From an optimization exercise on the open Yosys and OpenROAD flow, aimed at small area and a short achievable clock period; shortcuts taken in it are not production practice.
Only simulation tests tie the RTL to the original design; equivalence was not proved.

v6:
// simon32_64
module simon32_64 (
  input  logic        clk, reset,
  input  logic        in_valid,
  input  logic [31:0] plaintext,
  input  logic [63:0] key,
  output logic        out_valid,
  output logic [31:0] ciphertext
);
export LEC_CHECK = 0
export CAP_MARGIN = 20
export CORE_MARGIN = 2
export CORE_UTILIZATION = 55
export GPL_TIMING_DRIVEN = 0
export SETUP_SLACK_MARGIN = 0.8
export SLEW_MARGIN = 20
export SYNTH_HIERARCHICAL = 1
export SYNTH_MINIMUM_KEEP_SIZE = 0
create_clock -name core_clock -period 2.5 [get_ports {clk}]
standard.sh (not shown) runs the stock make flow with config.mk's settings and CLKGATE_MAP_FILE= SYNTH_SCRIPT=/design/flow/synth_recipe.tcl, a recipe that flattens the netlist after the stock synthesis.
==> flow/flow/run.sh <==
#!/bin/bash
# The standard layout, except that the output ports get a fast buffer (buf_4) instead of the
# default port buffer; the input ports keep the default. Everything else is standard.sh as is.
set -euo pipefail
here=$(pwd)
bash standard.sh DONT_BUFFER_PORTS=1 PRE_GLOBAL_PLACE_TCL="$here/flow/ports.tcl" finish > "$here/flow_standard.log" 2>&1
==> flow/flow/ports.tcl <==
# Port buffers, placed where global_place.tcl would put them: inputs with the default cell,
# outputs with a fast buffer.
buffer_ports -inputs
buffer_ports -outputs -buffer_cell sky130_fd_sc_hd__buf_4
The flow did not stop early for v6: all stages ran, and the layout cleared the timing, design-rule and antenna checks.
Modified inputs, v7 compared to v6
Settings: SETUP_SLACK_MARGIN no longer set, was 0.8; GPL_TIMING_DRIVEN no longer set, was 0; CORE_UTILIZATION now 40, was 55.
==> results.txt <==
For the total met3 wirelength after detailed routing, v7 came in 7.5% lower than v6 did.
Going from v6 to v7, overall routed net length grew by a few percent.
Compare v6 and v7 | worst endpoint data arrival time higher: v7
Number of primary I/O pins: v7 vs v6 identical

---

Starting RTL as in the previous note.
export LEC_CHECK = 0
export CAP_MARGIN = 20
export CORE_MARGIN = 2
export CORE_UTILIZATION = 65
export CTS_CLUSTER_DIAMETER = 80
export CTS_CLUSTER_SIZE = 30
export GPL_TIMING_DRIVEN = 1
export PLACE_DENSITY = 0.8
export SETUP_SLACK_MARGIN = 0.85
export SLEW_MARGIN = 20
export SYNTH_HIERARCHICAL = 1
export SYNTH_MINIMUM_KEEP_SIZE = 0
create_clock -name core_clock -period 2.5 [get_ports {clk}]
Scripts as last shown in full above: flow/flow/run.sh, flow/flow/ports.tcl
==> next run, changes <==
CORE_UTILIZATION = 55   (was 65)
CTS_CLUSTER_DIAMETER = not set   (was 80)
CTS_CLUSTER_SIZE = not set   (was 30)
GPL_TIMING_DRIVEN = 0   (was 1)
PLACE_DENSITY = not set   (was 0.8)
SETUP_SLACK_MARGIN = 1.0   (was 0.85)
Outcome: Non-clock buffer count increases by 251. Routed wire length increases by 5.7%. Flip-flop and latch count stays the same. Global-route usage decreases by 3.8 points.
==> next run, changes <==
CTS_CLUSTER_DIAMETER = 80   (was not set)
CTS_CLUSTER_SIZE = 30   (was not set)
PLACE_DENSITY = 0.8   (was not set)
SETUP_SLACK_MARGIN = 0.85   (was 1.0)
TNS_END_PERCENT = 0   (was not set)
The changed run ran to the end with no violations.
Global-route usage decreases by 4.0 points.
Count of clock-buffer cells in the layout is lower by 154.
Via count drops by 5.4%.
Worst setup slack degrades by 0.22 ns.
Final area went down by 18%.
Non-clock buffer count fell by 221.
Utilization is lower by 13 points.
Sequential share of layout area came out higher by 7.4 points.
Synthesized area does not change.
Synthesized cell count stays the same.
Hold slack improved by 0.31 ns.

---

Starting RTL as in the previous note.
Settings: LEC_CHECK=0, CAP_MARGIN=20, CORE_MARGIN=2, CORE_UTILIZATION=65, CTS_CLUSTER_DIAMETER=80, CTS_CLUSTER_SIZE=30, GPL_TIMING_DRIVEN=0, PLACE_DENSITY=0.8, SETUP_SLACK_MARGIN=0.85, SLEW_MARGIN=20, SYNTH_HIERARCHICAL=1, SYNTH_MINIMUM_KEEP_SIZE=0; clock period 2.5 ns.
Scripts as last shown in full above: flow/flow/run.sh, flow/flow/ports.tcl
==> next run, changes <==
Settings changed: CORE_UTILIZATION 65 to 55, SETUP_SLACK_MARGIN 0.85 to 1.0, TNS_END_PERCENT from default to 20.
After rerunning:
- The changed run produced a clean layout
- sequential cell count is unchanged
- cell area went up by 2.2%
- final cell count climbs by 4.0%
==> next run, changes <==
Settings changed: CORE_UTILIZATION 55 to 65, PLACE_DENSITY 0.8 to default, SETUP_SLACK_MARGIN 1.0 to 0.85, TNS_END_PERCENT 20 to default.
Non-clock buffer count falls by 46.
Utilization rises by 11 points.
Via count barely changes.

==> re-timing with driven ports <==
Ports are ideal in the flow. The routed layouts listed here were re-timed in OpenROAD.
Step 1, drivers: a clkbuf_16 drives clk and a buf_2 each remaining input, both assumed.
Step 2, shift: input delay + t, output delay - t, t = (earliest + latest rising clock arrival at the registers) / 2. This alone moves slack from input paths to output paths.
a / b / c = ideal / step 1 / step 2; a / b = the first two.
run | t (ns) | setup WS [ns] | worst hold slack (ns) | pins driven straight from the clock port
v6 | 0.814 | 0.742 / 0.699 / 0.072 | 0.269 / 0.222 / 0.325 | 1
v7 | 0.849 | 0.452 / 0.452 / 0.048 | 0.046 / 0.057 / 0.316 | 1
the first run of note 2 | 0.770 | 0.792 / 0.786 / 0.234 | 0.026 / 0.022 / 0.337 | 1
the second run of note 2 | 0.835 | 0.801 / 0.725 / 0.179 | 0.023 / -0.035 / 0.322 | 1
the third run of note 2 | 0.786 | 0.582 / 0.582 / -0.065 | 0.336 / 0.280 / 0.336 | 1
the first run of note 3 | 0.734 | 0.799 / 0.787 / 0.163 | 0.127 / 0.086 / 0.330 | 1
the second run of note 3 | 0.768 | 0.764 / 0.737 / 0.056 | 0.141 / 0.093 / 0.338 | 1
the third run of note 3 | 0.746 | 0.794 / 0.790 / 0.108 | 0.332 / 0.310 / 0.332 | 1
Met with ideal ports but missed after step 2: setup timing in the third run of note 2. For the second run of note 3, which loses most, drivers alone change the setup slack by -0.027 ns; drivers and shift together by -0.708 ns.
